Source: an optimization exercise on an open RTL-to-GDS flow (aim: a short achievable clock period and few clock cycles). Production flows keep margins and buffers that such runs may drop. Only simulation tests tie the RTL to the original design; equivalence was not proved. No driver is modelled on the clock port, so clocking that relies on it looks cheaper here than on a real chip.

==> run a: inputs <==
Design cpu, start of the top module:
module cpu(
	input wire clk,
	input wire rstn,
	output wire[15:0] inst_addr,
	input wire[31:0] inst_data,
	output wire[18:0] mem_addr,
	output wire[31:0] mem_wdata,
	input wire[31:0] mem_rdata,
	output wire mem_enable,
	output wire[3:0] mem_wea,
	output wire uart_wenable,
	input wire uart_wdone,
	output wire[31:0] uart_wd,
	output wire uart_renable,
	input wire uart_rdone,
	input wire[31:0] uart_rd
);
Settings: LEC_CHECK=0, CAP_MARGIN=35, CORE_MARGIN=2, CORE_UTILIZATION=40, SLEW_MARGIN=35, SYNTH_HIERARCHICAL=1; clock period 25.0 ns.
standard.sh (not shown) runs the stock make flow with config.mk's settings and CLKGATE_MAP_FILE= SYNTH_SCRIPT=/design/flow/synth_recipe.tcl, a recipe that flattens the netlist after the stock synthesis.
==> flow/flow/run.sh <==
#!/bin/bash
# Layout flow: the standard synthesis, then the standard ORFS steps with
# their timing repair asked to reach below the clock period (a setup margin;
# the SDC, clock and I/O constraints are the standard flow's, unchanged), without gate
# cloning (its clones can leave small slew/capacitance violations after
# routing), with the port buffers made of ordinary buffers (sizable by the
# repair) rather than delay cells, with each output port's buffer moved next
# to the cell driving it before detailed placement (flow/move_out_bufs.tcl),
# and with more antenna-repair passes after detailed routing.
# Each step's output goes to a log of its own in the work folder.
set -euo pipefail
KNOBS=(SETUP_SLACK_MARGIN=${MARGIN:-18.3} TNS_END_PERCENT=${TNS:-100} SKIP_GATE_CLONING=1
       MAX_REPAIR_ANTENNAS_ITER_DRT=12 "BUFFER_PORTS_ARGS=-buffer_cell sky130_fd_sc_hd__buf_4"
       "PRE_DETAIL_PLACE_TCL=$PWD/flow/move_out_bufs.tcl")
bash standard.sh synth > flow_1_synth.log 2>&1
bash standard.sh "${KNOBS[@]}" floorplan > flow_2_floorplan.log 2>&1
bash standard.sh "${KNOBS[@]}" place > flow_3_place.log 2>&1
bash standard.sh "${KNOBS[@]}" cts > flow_4_cts.log 2>&1
bash standard.sh "${KNOBS[@]}" grt > flow_5_grt.log 2>&1
bash standard.sh "${KNOBS[@]}" finish > flow_6_route_finish.log 2>&1
==> flow/flow/move_out_bufs.tcl <==
# Run before detailed placement (PRE_DETAIL_PLACE_TCL): move each output
# port's buffer next to the cell that drives it, so that the buffer, not the
# driving flip-flop, drives the long wire to the pin.  Detailed placement then
# legalizes the moved buffers.
set block [ord::get_db_block]
set n 0
foreach bt [$block getBTerms] {
  if {[$bt getIoType] != "OUTPUT"} continue
  set net [$bt getNet]
  if {$net == "NULL"} continue
  set bufi ""
  foreach it [$net getITerms] { if {[$it isOutputSignal]} { set bufi [$it getInst] } }
  if {$bufi == ""} continue
  set srci ""
  foreach it [$bufi getITerms] {
    if {[$it isInputSignal]} {
      set in [$it getNet]
      if {$in == "NULL"} continue
      foreach it2 [$in getITerms] { if {[$it2 isOutputSignal]} { set srci [$it2 getInst] } }
    }
  }
  if {$srci == ""} continue
  set loc [$srci getLocation]
  $bufi setLocation [lindex $loc 0] [lindex $loc 1]
  incr n
}
puts "move_out_bufs: moved $n output buffers"
==> inputs of run b, as changes to run a <==
--- a/flow/design.v
+++ b/flow/design.v
@@ -1673,43 +1673,47 @@
   output reg [31:0] q
 );
   wire sign_s = s[31];
   wire [7:0] exponent_s = s[30:23];
   wire [22:0] mantissa_s = s[22:0];
   wire [7:0] e127 = exponent_s > 8'd127 ? exponent_s - 8'd127 : 8'd0;
   wire [7:0] k = 8'd23 - e127;
   wire [22:0] low = ~(23'h7fffff << k[4:0]);           
-  wire [22:0] por;
-  wire [23:0] sand;
-  assign sand[23] = 1'b1;
-  genvar j;
-  generate
-    for (j = 0; j < 23; j = j + 1) begin : ps
-      assign por[j] = |mantissa_s[j:0];
-      assign sand[j] = &mantissa_s[22:j];
-    end
-  endgenerate
-  wire frac = k[4:0] == 5'd0 ? 1'b0 : por[k[4:0] - 5'd1];
-  wire flag = frac && sign_s;
-  wire [22:0] up = mantissa_s | low;
-  wire [22:0] up1 = up + 23'd1;
-  wire [22:0] mantissa_d = flag ? up1 : mantissa_s & ~low;
-  wire carry = flag && sand[k[4:0]];
-  wire [7:0] exponent_d = carry ? exponent_s + 8'd1 : exponent_s;
+  wire flag = |(mantissa_s & low) && sign_s;
+  wire [23:0] inc = {23'b0, flag} << k[4:0];
   wire d_is_s = e127 >= 8'd24;
   wire d_is_zero = (exponent_s <= 8'd126) && ~sign_s;
   wire d_is_minuszero = (exponent_s == 8'd0) && sign_s;
   wire d_is_minusone = (exponent_s <= 8'd126) && sign_s;
-  assign d =
+  wire [1:0] sel =
+    d_is_s ? 2'd0 :
+    d_is_zero ? 2'd1 :
+    (d_is_minuszero || d_is_minusone) ? 2'd2 : 2'd3;
+  wire [31:0] spec_d =
     d_is_s ? s :
     d_is_zero ? 32'd0 :
-    d_is_minuszero ? {1'b1, 31'b0} :
-    d_is_minusone ? {1'b1, 8'd127, 23'b0} :
-    {sign_s, exponent_d, mantissa_d};
+    d_is_minuszero ? {1'b1, 31'b0} : {1'b1, 8'd127, 23'b0};
+  reg [22:0] hi_2, inc_2;
+  reg [31:0] spec_2;
+  reg norm_2, sign_2, mnz_2;
+  reg [7:0] exp_2;
+  always @(posedge clk) begin
+    hi_2 <= mantissa_s & ~low;
+    inc_2 <= inc[22:0];
+    spec_2 <= spec_d;
+    norm_2 <= sel == 2'd3;
+    sign_2 <= sign_s;
+    mnz_2 <= mantissa_s != 23'd0;
+    exp_2 <= exponent_s;
+  end
+  wire [22:0] mantissa_d = hi_2 + inc_2;
+  wire carry = sign_2 && mnz_2 && (mantissa_d == 23'd0);
+  wire [7:0] exponent_d = exp_2 + {7'd0, carry};
+  assign d = norm_2 ? {sign_2, exponent_d, mantissa_d} : spec_2;
   always @(posedge clk) q <= d;
 endmodule
 `default_nettype none
 module cpu(
 	input wire clk,
 	input wire rstn,
 	output wire[15:0] inst_addr,
 	input wire[31:0] inst_data,
@@ -1757,17 +1761,17 @@
 	localparam OP_BNE   = 6'b10_1100;
 	localparam OP_BLE   = 6'b10_1110;
 	localparam OP_BEQF  = 6'b01_1100;
 	localparam OP_BLTF  = 6'b01_1101;
 	localparam OP_OUTB  = 6'b00_1110;
 	localparam OP_INF   = 6'b11_1111;
 	localparam OP_IN    = 6'b00_1111;
 	localparam N_ITOF  = 2;
-	localparam N_FLOOR = 1;
+	localparam N_FLOOR = 2;
 	localparam N_MUL   = 2;
 	localparam N_FADD  = 3;
 	localparam N_FMUL  = 2;
 	localparam N_FDIV  = 9;
 	localparam N_SQRT  = 9;
 	localparam KM = 10;       
 	localparam S_ALU = 4'd0, S_MUL = 4'd1, S_FTOI = 4'd2, S_ITOF = 4'd3, S_MEM = 4'd4,
 	           S_FADD = 4'd5, S_FMUL = 4'd6, S_FDIV = 4'd7, S_SQRT = 4'd8, S_FLOOR = 4'd9;
@@ -1837,44 +1841,39 @@
 	end
 	wire [2:0] f_occ = q_cnt + {2'b0, f1_valid} + {2'b0, f2_valid};
 	wire f_room = f_occ <= 3'd3;
 	wire [11:0] f2_keys = opkeys(inst_data);
 	reg d_valid;
 	reg d_el;           
 	reg [31:0] d_inst, d_pc, d_pred;
 	reg [11:0] d_keys;
-	reg [11:0] d_keys_h;
-	reg [15:0] rf_l [1:63];
-	reg [15:0] rf_h [1:63];
+	reg [31:0] rf [1:63];
 	reg        iw_v [0:KM];
 	reg [4:0]  iw_r [0:KM];
 	reg [3:0]  iw_s [0:KM];
 	reg        fw_v [0:KM];
 	reg [4:0]  fw_r [0:KM];
 	reg [3:0]  fw_s [0:KM];
 	reg        iw_e [0:KM];    
 	reg        fw_e [0:KM];
 	reg [3:0]  ex_fn;
-	reg [8:0]  ex_oh;                 
-	reg        ex_sub;
-	reg [6:0]  ex_sh;                 
 	reg [31:0] ex_a, ex_b;            
 	reg [31:0] mu_a, mu_b;            
 	reg [31:0] cv_a;                  
 	reg [31:0] fa_a, fa_b;            
 	reg [31:0] fm_a, fm_b;            
 	reg [31:0] fd_a, fd_b;            
 	reg [31:0] sq_a;                  
 	reg [31:0] alu_res, mul_res, ftoi_res;
 	reg [31:0] ld_hold;       
 	wire [31:0] itof_d, floor_d, fadd_d, fmul_d, fdiv_d, sqrt_d;
 	wire [31:0] itof_q, floor_q, fadd_q, fmul_q, fdiv_q, sqrt_q;
 	wire [31:0] alu_out;
-	alu u_alu(ex_oh, ex_sub, ex_sh, ex_a, ex_b, alu_out);
+	alu u_alu(ex_fn, ex_a, ex_b, alu_out);
 	wire [63:0] mu_s, mu_c;
 	csmul #(32, 32) u_mul(mu_a, mu_b, mu_s, mu_c);
 	reg [31:0] mu_s_r, mu_c_r;
 	wire [31:0] mul_d = mu_s_r + mu_c_r;
 	wire [31:0] ftoi_d;
 	ftoi u_ftoi(cv_a, ftoi_d);
 	itof_p u_itof(clk, cv_a, itof_d, itof_q);
 	floor_p u_floor(clk, cv_a, floor_d, floor_q);
@@ -1912,18 +1911,16 @@
 	wire [31:0] iwb = il0 ? mem_rdata : iwb_e;
 	wire [31:0] fwb = fl0 ? mem_rdata : fwb_e;
 	wire [31:0] di = d_inst;
 	wire [5:0] op = di[31:26];
 	wire [4:0] f_rd = di[25:21];
 	wire [15:0] imm = di[15:0];
 	wire [5:0] a_key = d_keys[11:6];
 	wire [5:0] b_key = d_keys[5:0];
-	wire [5:0] a_kh = d_keys_h[11:6];
-	wire [5:0] b_kh = d_keys_h[5:0];
 	wire aF = a_key[5];
 	wire bF = b_key[5];
 	reg rc_v;
 	reg [5:0] rc_key;
 	reg [31:0] rc_val;
 	reg pc_v;
 	reg [5:0] pc_key;
 	reg [31:0] pc_val;
@@ -2005,18 +2002,18 @@
 	wire b_n = b_m[1];
 	wire b_w = b_m[0] && !b_m[1];
 	wire a_e1 = aF ? fw_e[1] : iw_e[1];         
 	wire b_e1 = bF ? fw_e[1] : iw_e[1];
 	wire a_late = aF ? fl0 : il0;              
 	wire b_late = bF ? fl0 : il0;
 	wire a_ld1 = a_s1 == S_MEM && a_e1;        
 	wire b_ld1 = b_s1 == S_MEM && b_e1;
-	wire [31:0] a_rf = a_key == 6'd0 ? 32'h0 : {rf_h[a_kh], rf_l[a_key]};
-	wire [31:0] b_rf = b_key == 6'd0 ? 32'h0 : {rf_h[b_kh], rf_l[b_key]};
+	wire [31:0] a_rf = a_key == 6'd0 ? 32'h0 : rf[a_key];
+	wire [31:0] b_rf = b_key == 6'd0 ? 32'h0 : rf[b_key];
 	wire [31:0] a_rw = a_w ? (aF ? fwb_e : iwb_e) : a_rf;
 	wire [31:0] b_rw = b_w ? (bF ? fwb_e : iwb_e) : b_rf;
 	wire a_mem = (a_n && a_ld1) || (a_w && a_late);    
 	wire b_mem = (b_n && b_ld1) || (b_w && b_late);
 	wire [31:0] a_cap = a_mem ? mem_rdata : a_n ? (aF ? fwb_n : iwb_n) : a_rw;
 	wire [31:0] b_cap = b_mem ? mem_rdata : b_n ? (bF ? fwb_n : iwb_n) : b_rw;
 	wire [31:0] a_capf = a_mem ? mem_rdata : a_n ? fwb_n : a_rw;
 	wire [31:0] b_capf = b_mem ? mem_rdata : b_n ? fwb_n : b_rw;
@@ -2140,17 +2137,17 @@
 	reg qh_pend;
 	integer je;
 	always @* begin
 		qh_pend = iw_v[0] && iw_r[0] == qh_base && il0;
 		for (je = 1; je <= KM; je = je + 1)
 			if (iw_v[je] && iw_r[je] == qh_base) qh_pend = 1'b1;
 	end
 	wire qh_w = iw_v[0] && iw_r[0] == qh_base;
-	wire [31:0] qh_rb = qh_base == 5'd0 ? 32'h0 : qh_w ? iwb_e : {rf_h[{1'b0, qh_base}], rf_l[{1'b0, qh_base}]};
+	wire [31:0] qh_rb = qh_base == 5'd0 ? 32'h0 : qh_w ? iwb_e : rf[{1'b0, qh_base}];
 	wire [18:0] el_addr = qh_rb[18:0] + {{3{qh_inst[15]}}, qh_inst[15:0]};
 	wire el_go = q_nonempty && qh_ld && !qh_pend && !mis_r && !fast_r &&
 	             !(d_ok && (c_load || c_store)) &&
 	             !(d_ok && wr_eff && !wF && wIdx == qh_base);
 	always @(posedge clk) begin
 		alu_res <= alu_out;
 		ld_hold <= mem_rdata;
 		mu_s_r <= mu_s[31:0];
@@ -2161,30 +2158,19 @@
 		sl_tk <= taken;
 		sl_nb <= !eq_btgt;
 		sl_n4 <= !eq_pc4;
 		sl_nr <= !eq_rtgt;
 		sl_btgt <= btgt;
 		sl_pc4 <= pc4;
 		sl_rtgt <= rtgt;
 		if (uart_rdone) uart_data <= uart_rd;
-		if (iw_v[0] && iw_r[0] != 5'd0) begin
-			rf_l[{1'b0, iw_r[0]}] <= iwb[15:0];
-			rf_h[{1'b0, iw_r[0]}] <= iwb[31:16];
-		end
-		if (fw_v[0]) begin
-			rf_l[{1'b1, fw_r[0]}] <= fwb[15:0];
-			rf_h[{1'b1, fw_r[0]}] <= fwb[31:16];
-		end
+		if (iw_v[0] && iw_r[0] != 5'd0) rf[{1'b0, iw_r[0]}] <= iwb;
+		if (fw_v[0]) rf[{1'b1, fw_r[0]}] <= fwb;
 		ex_fn <= fn;
-		ex_oh <= {fn == F_ABS, fn == F_NEG, fn == F_SLTF, fn == F_SHIFT, fn == F_SLT,
-		          fn == F_OR, fn == F_XOR, fn == F_ADD || fn == F_SUB,
-		          !(fn <= F_SLTF || fn == F_NEG || fn == F_ABS)};
-		ex_sub <= fn == F_SUB;
-		ex_sh <= fn == F_SHIFT ? immv[6:0] : 7'd0;
 		ex_a <= (c_jal || c_jalr) ? pc4 : c_in ? uart_data : a_cap;
 		ex_b <= b_imm ? immv : b_cap;
 		mu_a <= src == S_MUL ? a_capi : 32'h0;
 		mu_b <= src == S_MUL ? b_capi : 32'h0;
 		cv_a <= (src == S_FTOI || src == S_ITOF || src == S_FLOOR) ? a_cap : 32'h0;
 		fa_a <= src == S_FADD ? a_capf : 32'h0;
 		fa_b <= src != S_FADD ? 32'h0 : c_fsub ? {~b_capf[31], b_capf[30:0]} : b_capf;
 		fm_a <= src == S_FMUL ? a_capf : 32'h0;
@@ -2227,23 +2213,21 @@
 		end
 		d_el <= d_take && q_nonempty && el_go;
 		if (d_take) begin
 			if (q_nonempty) begin
 				d_inst <= q_inst[q_head];
 				d_pc <= q_pc[q_head];
 				d_pred <= q_pred[q_head];
 				d_keys <= q_keys[q_head];
-				d_keys_h <= q_keys[q_head];
 			end else begin
 				d_inst <= inst_data;
 				d_pc <= f2_pc;
 				d_pred <= f2_pred;
 				d_keys <= f2_keys;
-				d_keys_h <= f2_keys;
 			end
 		end
 		if (f1_valid) begin
 			f2_pc <= f1_pc;
 			f2_pred <= f1_next;
 		end
 		if (mis_r || fast_r) begin
 			for (j = 0; j < 8; j = j + 1) ras_s[j] <= ras_a[j];
@@ -2252,17 +2236,16 @@
 		end
 		if (!rstn) begin
 			f1_pc <= 32'h0;
 			f1_valid <= 1'b0;
 			f2_valid <= 1'b0;
 			q_cnt <= 3'd0;
 			q_head <= 2'd0;
 			d_valid <= 1'b0;
-			d_keys_h <= 12'd0;
 			ras_sp <= 3'd0;
 			ras_ap <= 3'd0;
 			sl_v <= 1'b0;
 			fast_r <= 1'b0;
 			push_r <= 1'b0;
 			rc_v <= 1'b0;
 			pc_v <= 1'b0;
 			for (j = 1; j <= 8; j = j + 1) fl_v[j] <= 1'b0;
@@ -2378,46 +2361,49 @@
 				end else if (uin_st == 2'd2 && issue) begin
 					uin_st <= 2'd0;
 				end
 			end
 		end
 	end
 endmodule
 module alu(
-	input wire [8:0] oh,      
-	input wire sub,
-	input wire [6:0] sh,      
+	input wire [3:0] fn,
 	input wire [31:0] a,
 	input wire [31:0] b,
-	output wire [31:0] y
+	output reg [31:0] y
 );
+	localparam F_ADD = 4'd0, F_SUB = 4'd1, F_XOR = 4'd2, F_OR = 4'd3, F_SLT = 4'd4,
+	           F_SHIFT = 4'd5, F_SLTF = 4'd6, F_PASS = 4'd7, F_NEG = 4'd8, F_ABS = 4'd9;
 	function lti(input [31:0] a, input [31:0] b);
 		begin
 			lti = a[31]^b[31] ? a[31] : a < b;
 		end
 	endfunction
 	function ltf(input [31:0] a, input [31:0] b);
 		begin
 			ltf = (a[31] == b[31] && ((a[30:0] < b[30:0])^a[31])) || (a[31] != b[31] && a[31] && (b[30:0] != 31'h0 || a[30:0] != 31'h0));
 		end
 	endfunction
-	wire [31:0] as = a + (b ^ {32{sub}}) + {31'h0, sub};
-	wire [63:0] sra = {{32{a[31]}}, a} >> sh[4:0];
-	wire [31:0] shv = ~sh[5] ? a << sh[4:0] : ~sh[6] ? a >> sh[4:0] : sra[31:0];
-	assign y =
-		({32{oh[1]}} & as) |
-		({32{oh[2]}} & (a ^ b)) |
-		({32{oh[3]}} & (a | b)) |
-		({32{oh[4]}} & {31'h0, lti(a, b)}) |
-		({32{oh[5]}} & shv) |
-		({32{oh[6]}} & {31'h0, ltf(a, b)}) |
-		({32{oh[7]}} & {~a[31], a[30:0]}) |
-		({32{oh[8]}} & {1'b0, a[30:0]}) |
-		({32{oh[0]}} & a);
+	wire [63:0] sra = {{32{a[31]}}, a} >> b[4:0];
+	always @* begin
+		case (fn)
+			F_ADD:   y = a + b;
+			F_SUB:   y = a - b;
+			F_XOR:   y = a ^ b;
+			F_OR:    y = a | b;
+			F_SLT:   y = {31'h0, lti(a, b)};
+			F_SHIFT: y = ~b[5] ? a << b[4:0] :
+			             ~b[6] ? a >> b[4:0] : sra[31:0];
+			F_SLTF:  y = {31'h0, ltf(a, b)};
+			F_NEG:   y = {~a[31], a[30:0]};
+			F_ABS:   y = {1'b0, a[30:0]};
+			default: y = a;
+		endcase
+	end
 endmodule
 module brcmp(
 	input wire [5:0] op,
 	input wire [31:0] a,
 	input wire [31:0] b,
 	input wire [31:0] pred,
 	output reg taken,
 	output wire eq_rtgt
==> inputs of run c, as changes to run a <==
--- a/flow/design.v
+++ b/flow/design.v
@@ -1837,19 +1837,17 @@
 	end
 	wire [2:0] f_occ = q_cnt + {2'b0, f1_valid} + {2'b0, f2_valid};
 	wire f_room = f_occ <= 3'd3;
 	wire [11:0] f2_keys = opkeys(inst_data);
 	reg d_valid;
 	reg d_el;           
 	reg [31:0] d_inst, d_pc, d_pred;
 	reg [11:0] d_keys;
-	reg [11:0] d_keys_h;
-	reg [15:0] rf_l [1:63];
-	reg [15:0] rf_h [1:63];
+	reg [31:0] rf [1:63];
 	reg        iw_v [0:KM];
 	reg [4:0]  iw_r [0:KM];
 	reg [3:0]  iw_s [0:KM];
 	reg        fw_v [0:KM];
 	reg [4:0]  fw_r [0:KM];
 	reg [3:0]  fw_s [0:KM];
 	reg        iw_e [0:KM];    
 	reg        fw_e [0:KM];
@@ -1912,18 +1910,16 @@
 	wire [31:0] iwb = il0 ? mem_rdata : iwb_e;
 	wire [31:0] fwb = fl0 ? mem_rdata : fwb_e;
 	wire [31:0] di = d_inst;
 	wire [5:0] op = di[31:26];
 	wire [4:0] f_rd = di[25:21];
 	wire [15:0] imm = di[15:0];
 	wire [5:0] a_key = d_keys[11:6];
 	wire [5:0] b_key = d_keys[5:0];
-	wire [5:0] a_kh = d_keys_h[11:6];
-	wire [5:0] b_kh = d_keys_h[5:0];
 	wire aF = a_key[5];
 	wire bF = b_key[5];
 	reg rc_v;
 	reg [5:0] rc_key;
 	reg [31:0] rc_val;
 	reg pc_v;
 	reg [5:0] pc_key;
 	reg [31:0] pc_val;
@@ -2005,18 +2001,18 @@
 	wire b_n = b_m[1];
 	wire b_w = b_m[0] && !b_m[1];
 	wire a_e1 = aF ? fw_e[1] : iw_e[1];         
 	wire b_e1 = bF ? fw_e[1] : iw_e[1];
 	wire a_late = aF ? fl0 : il0;              
 	wire b_late = bF ? fl0 : il0;
 	wire a_ld1 = a_s1 == S_MEM && a_e1;        
 	wire b_ld1 = b_s1 == S_MEM && b_e1;
-	wire [31:0] a_rf = a_key == 6'd0 ? 32'h0 : {rf_h[a_kh], rf_l[a_key]};
-	wire [31:0] b_rf = b_key == 6'd0 ? 32'h0 : {rf_h[b_kh], rf_l[b_key]};
+	wire [31:0] a_rf = a_key == 6'd0 ? 32'h0 : rf[a_key];
+	wire [31:0] b_rf = b_key == 6'd0 ? 32'h0 : rf[b_key];
 	wire [31:0] a_rw = a_w ? (aF ? fwb_e : iwb_e) : a_rf;
 	wire [31:0] b_rw = b_w ? (bF ? fwb_e : iwb_e) : b_rf;
 	wire a_mem = (a_n && a_ld1) || (a_w && a_late);    
 	wire b_mem = (b_n && b_ld1) || (b_w && b_late);
 	wire [31:0] a_cap = a_mem ? mem_rdata : a_n ? (aF ? fwb_n : iwb_n) : a_rw;
 	wire [31:0] b_cap = b_mem ? mem_rdata : b_n ? (bF ? fwb_n : iwb_n) : b_rw;
 	wire [31:0] a_capf = a_mem ? mem_rdata : a_n ? fwb_n : a_rw;
 	wire [31:0] b_capf = b_mem ? mem_rdata : b_n ? fwb_n : b_rw;
@@ -2140,17 +2136,17 @@
 	reg qh_pend;
 	integer je;
 	always @* begin
 		qh_pend = iw_v[0] && iw_r[0] == qh_base && il0;
 		for (je = 1; je <= KM; je = je + 1)
 			if (iw_v[je] && iw_r[je] == qh_base) qh_pend = 1'b1;
 	end
 	wire qh_w = iw_v[0] && iw_r[0] == qh_base;
-	wire [31:0] qh_rb = qh_base == 5'd0 ? 32'h0 : qh_w ? iwb_e : {rf_h[{1'b0, qh_base}], rf_l[{1'b0, qh_base}]};
+	wire [31:0] qh_rb = qh_base == 5'd0 ? 32'h0 : qh_w ? iwb_e : rf[{1'b0, qh_base}];
 	wire [18:0] el_addr = qh_rb[18:0] + {{3{qh_inst[15]}}, qh_inst[15:0]};
 	wire el_go = q_nonempty && qh_ld && !qh_pend && !mis_r && !fast_r &&
 	             !(d_ok && (c_load || c_store)) &&
 	             !(d_ok && wr_eff && !wF && wIdx == qh_base);
 	always @(posedge clk) begin
 		alu_res <= alu_out;
 		ld_hold <= mem_rdata;
 		mu_s_r <= mu_s[31:0];
@@ -2161,24 +2157,18 @@
 		sl_tk <= taken;
 		sl_nb <= !eq_btgt;
 		sl_n4 <= !eq_pc4;
 		sl_nr <= !eq_rtgt;
 		sl_btgt <= btgt;
 		sl_pc4 <= pc4;
 		sl_rtgt <= rtgt;
 		if (uart_rdone) uart_data <= uart_rd;
-		if (iw_v[0] && iw_r[0] != 5'd0) begin
-			rf_l[{1'b0, iw_r[0]}] <= iwb[15:0];
-			rf_h[{1'b0, iw_r[0]}] <= iwb[31:16];
-		end
-		if (fw_v[0]) begin
-			rf_l[{1'b1, fw_r[0]}] <= fwb[15:0];
-			rf_h[{1'b1, fw_r[0]}] <= fwb[31:16];
-		end
+		if (iw_v[0] && iw_r[0] != 5'd0) rf[{1'b0, iw_r[0]}] <= iwb;
+		if (fw_v[0]) rf[{1'b1, fw_r[0]}] <= fwb;
 		ex_fn <= fn;
 		ex_oh <= {fn == F_ABS, fn == F_NEG, fn == F_SLTF, fn == F_SHIFT, fn == F_SLT,
 		          fn == F_OR, fn == F_XOR, fn == F_ADD || fn == F_SUB,
 		          !(fn <= F_SLTF || fn == F_NEG || fn == F_ABS)};
 		ex_sub <= fn == F_SUB;
 		ex_sh <= fn == F_SHIFT ? immv[6:0] : 7'd0;
 		ex_a <= (c_jal || c_jalr) ? pc4 : c_in ? uart_data : a_cap;
 		ex_b <= b_imm ? immv : b_cap;
@@ -2227,23 +2217,21 @@
 		end
 		d_el <= d_take && q_nonempty && el_go;
 		if (d_take) begin
 			if (q_nonempty) begin
 				d_inst <= q_inst[q_head];
 				d_pc <= q_pc[q_head];
 				d_pred <= q_pred[q_head];
 				d_keys <= q_keys[q_head];
-				d_keys_h <= q_keys[q_head];
 			end else begin
 				d_inst <= inst_data;
 				d_pc <= f2_pc;
 				d_pred <= f2_pred;
 				d_keys <= f2_keys;
-				d_keys_h <= f2_keys;
 			end
 		end
 		if (f1_valid) begin
 			f2_pc <= f1_pc;
 			f2_pred <= f1_next;
 		end
 		if (mis_r || fast_r) begin
 			for (j = 0; j < 8; j = j + 1) ras_s[j] <= ras_a[j];
@@ -2252,17 +2240,16 @@
 		end
 		if (!rstn) begin
 			f1_pc <= 32'h0;
 			f1_valid <= 1'b0;
 			f2_valid <= 1'b0;
 			q_cnt <= 3'd0;
 			q_head <= 2'd0;
 			d_valid <= 1'b0;
-			d_keys_h <= 12'd0;
 			ras_sp <= 3'd0;
 			ras_ap <= 3'd0;
 			sl_v <= 1'b0;
 			fast_r <= 1'b0;
 			push_r <= 1'b0;
 			rc_v <= 1'b0;
 			pc_v <= 1'b0;
 			for (j = 1; j <= 8; j = j + 1) fl_v[j] <= 1'b0;
==> inputs of run d, as changes to run a <==
--- a/flow/design.v
+++ b/flow/design.v
@@ -2050,16 +2050,17 @@
 	reg sl_v, sl_br, sl_tk, sl_nb, sl_n4, sl_nr;
 	reg [31:0] sl_btgt, sl_pc4, sl_rtgt;
 	wire mis_r = sl_v && (sl_br ? (sl_tk ? sl_nb : sl_n4) : sl_nr);
 	wire [31:0] tgt_r = sl_br ? (sl_tk ? sl_btgt : sl_pc4) : sl_rtgt;
 	reg fast_r;
 	reg [31:0] fast_tgt;
 	wire d_ok = d_valid && !mis_r && !fast_r;
 	wire issue = d_ok && !stall;
+	wire [2:0] ras_ap_n = c_jal ? ras_ap + 3'd1 : ras_ap - 3'd1;    
 	reg [KM:1] pf_younger;
 	integer jp;
 	always @* begin
 		for (jp = 1; jp <= KM; jp = jp + 1) pf_younger[jp] = fw_v[jp] && fw_r[jp] == fw_r[0];
 	end
 	wire [5:0] pf_key = {1'b1, fw_r[0]};
 	wire pf_busy = fl_v[1] && fl_p[1] || fl_v[2] && fl_p[2] || fl_v[3] && fl_p[3] || fl_v[4] && fl_p[4] ||
 	               fl_v[5] && fl_p[5] || fl_v[6] && fl_p[6] || fl_v[7] && fl_p[7] || fl_v[8] && fl_p[8];
@@ -2194,17 +2195,17 @@
 		sq_a <= src == S_SQRT ? a_capf : 32'h0;
 		fast_tgt <= fast_next;
 		push_idx <= ras_sp;
 		push_val <= f1_seq;
 		mem_addr_r <= el_go ? el_addr : agu;
 		mem_wdata_r <= b_cap;
 		uart_wd_r <= a_capi;
 		ia_r <= !rstn ? 16'hffff : f1_pc_n[17:2];
-		if (issue && c_jal) ras_a[ras_ap] <= pc4;
+		if (d_ok && c_jal) ras_a[ras_ap] <= pc4;
 		pu_pi <= bu_pi;
 		pu_taken <= bu_taken;
 		pu_npi <= bu_new_lh ^ {1'b0, bu_idx};
 		pu_idx <= bu_idx;
 		if (pu_b) btb_pl[pu_idx] <= pu_npht[1];
 		bu_idx <= d_bi;
 		bu_lhd <= btb_lh[d_bi];
 		bu_tag <= d_pc[17:7];
@@ -2305,18 +2306,17 @@
 				end else begin
 					q_cnt <= q_cnt + {2'b0, f2_valid};
 				end
 			end
 			if (mis_r || fast_r) ras_sp <= ras_ap;
 			else if (!redirect && f1_valid && f1_push) ras_sp <= ras_sp + 3'd1;
 			else if (!redirect && f1_valid && f1_pop) ras_sp <= ras_sp - 3'd1;
 			push_r <= !redirect && f1_valid && f1_push;
-			if (issue && c_jal) ras_ap <= ras_ap + 3'd1;
-			else if (issue && c_jalr) ras_ap <= ras_ap - 3'd1;
+			if (issue && (c_jal || c_jalr)) ras_ap <= ras_ap_n;
 			bu_v <= issue && (c_br || c_j || c_jalr);
 			if (bu_v) btb_v[bu_idx] <= 1'b1;
 			pu_v <= bu_v && bu_hit;
 			pu_b <= bu_v;
 			if (pu_v) pht[pu_pi] <= cnt(pu_pht, pu_taken);
 			for (j = 1; j < 8; j = j + 1) begin
 				fl_v[j + 1] <= fl_v[j] && !(issue && wr_eff && w_key == fl_k[j]);
 				fl_k[j + 1] <= fl_k[j];
==> notes <==
- Run d finished with timing, DRC and antenna clean. Run a completed without violations. Run b finished clean. Run c completed without violations.
- Of run d and run b, run b has the higher count of clock-buffer cells in the layout (gap 23).
- Design area, lowest first: run c, run d, run a, run b.
- Core utilization, lowest first: run c, run b, run d, run a.
- First-iteration DRC count: run b is higher than run d (2.9%).
- Die area, highest first: run b, run a, run d, run c.
- Against run a, the hold slack of run d is worse by 0.0028 ns.
- The lowest setup slack belongs to run c, the highest to run a.
- In synthesized area, run c and run d hardly differ.
- Flip-flop and latch count: run c is lower than run b (73).
==> figures <==
|  | run a | run b | run c | run d |
|---|---|---|---|---|
| Run status | no timing/DRC/antenna violations | no timing/DRC/antenna violations | no timing/DRC/antenna violations | no timing/DRC/antenna violations |
| Count of buffering cells on the critical path with inverters included | 1 | 1 | 7 | 1 |
| Relative max-transition margin | 21.85% | 26.60% | 22.06% | 25.06% |
| TritonCTS buffer count | 921 | 925 | 926 | 925 |
| Weighted congestion at the end of routability-driven global placement | 1.013 | 1.033 | 1.017 | 1.037 |
| Cell Rows | 462 | 463 | 462 | 462 |
| Launch point of the worst reg-to-reg path | cv_a[24]$_SDFF_PN0_ | - | - | ex_b[6]$_DFF_P_ |
| Iter 0 DRT Violations | 47740 | 49490 | 50220 | 48100 |
| Met1 Routed Length | 889100 um | 888600 um | 875000 um | 877200 um |
| Multi-input logic portion of the cell area | 54.14% | 54.12% | 54.23% | 54.17% |
| Critical path start-end classification | register to output pin | register to output pin | register to register | register to output pin |
| Layout non-clock buf frac | 2.316% | 2.303% | 2.191% | 2.237% |
| Clock buffer cells | 1183 | 1214 | 1202 | 1191 |
| WL met2 | 1026000 um | 998800 um | 984800 um | 996200 um |
| Critical hold path startpoint | u_sqrt.m_4[11]$_DFF_P_ | u_sqrt.ex_5[5]$_DFF_P_ | u_sqrt.sgn_7$_DFF_P_ | u_fdiv.a_4[24]$_DFF_P_ |
| Number of cells on the critical path | 1 | 1 | 22 | 1 |
| Largest net degree at the start of global routing | 127 | 142 | 114 | 123 |
| Effective utilization at floorplan | 40.12% | 40.05% | 40.08% | 40.11% |
Testbench counts of run a, summed over its fixed seeds: cycles 117,533.
Testbench counts of run b, summed over its fixed seeds: cycles 118,301.
Testbench counts of run c, summed over its fixed seeds: cycles 117,533.
Testbench counts of run d, summed over its fixed seeds: cycles 117,533.

[separate check: timing with driven ports]
In the flow no input, the clock included, has a driving cell. The finished layouts below were timed again as built, in two steps. Step 1 sets driving cells, clkbuf_16 on the clock port and buf_2 on the other inputs (assumed; they add their load-dependent delay and slew). Step 2 also shifts input and output timing later by t, the mid clock arrival at the registers, as if the neighbouring blocks saw the same clock. a / b / c = ideal / step 1 / step 2; a / b = the first two.
run	shift t [ns]	setup slack, ns	latest minus earliest clock arrival (ns)	worst slew at a driven data input, ns
run a	1.444	18.100 / 17.908 / 16.964	0.277 / 0.278	0.21
run b	1.440	18.085 / 17.889 / 17.050	0.242 / 0.242	0.15
run c	1.458	18.060 / 17.938 / 16.887	0.248 / 0.247	0.17
run d	1.439	18.071 / 17.877 / 16.737	0.210 / 0.210	0.50
After both steps every run listed still meets setup and hold. For run d, which loses most, drivers alone change the setup slack by -0.194 ns; drivers and shift together by -1.334 ns.
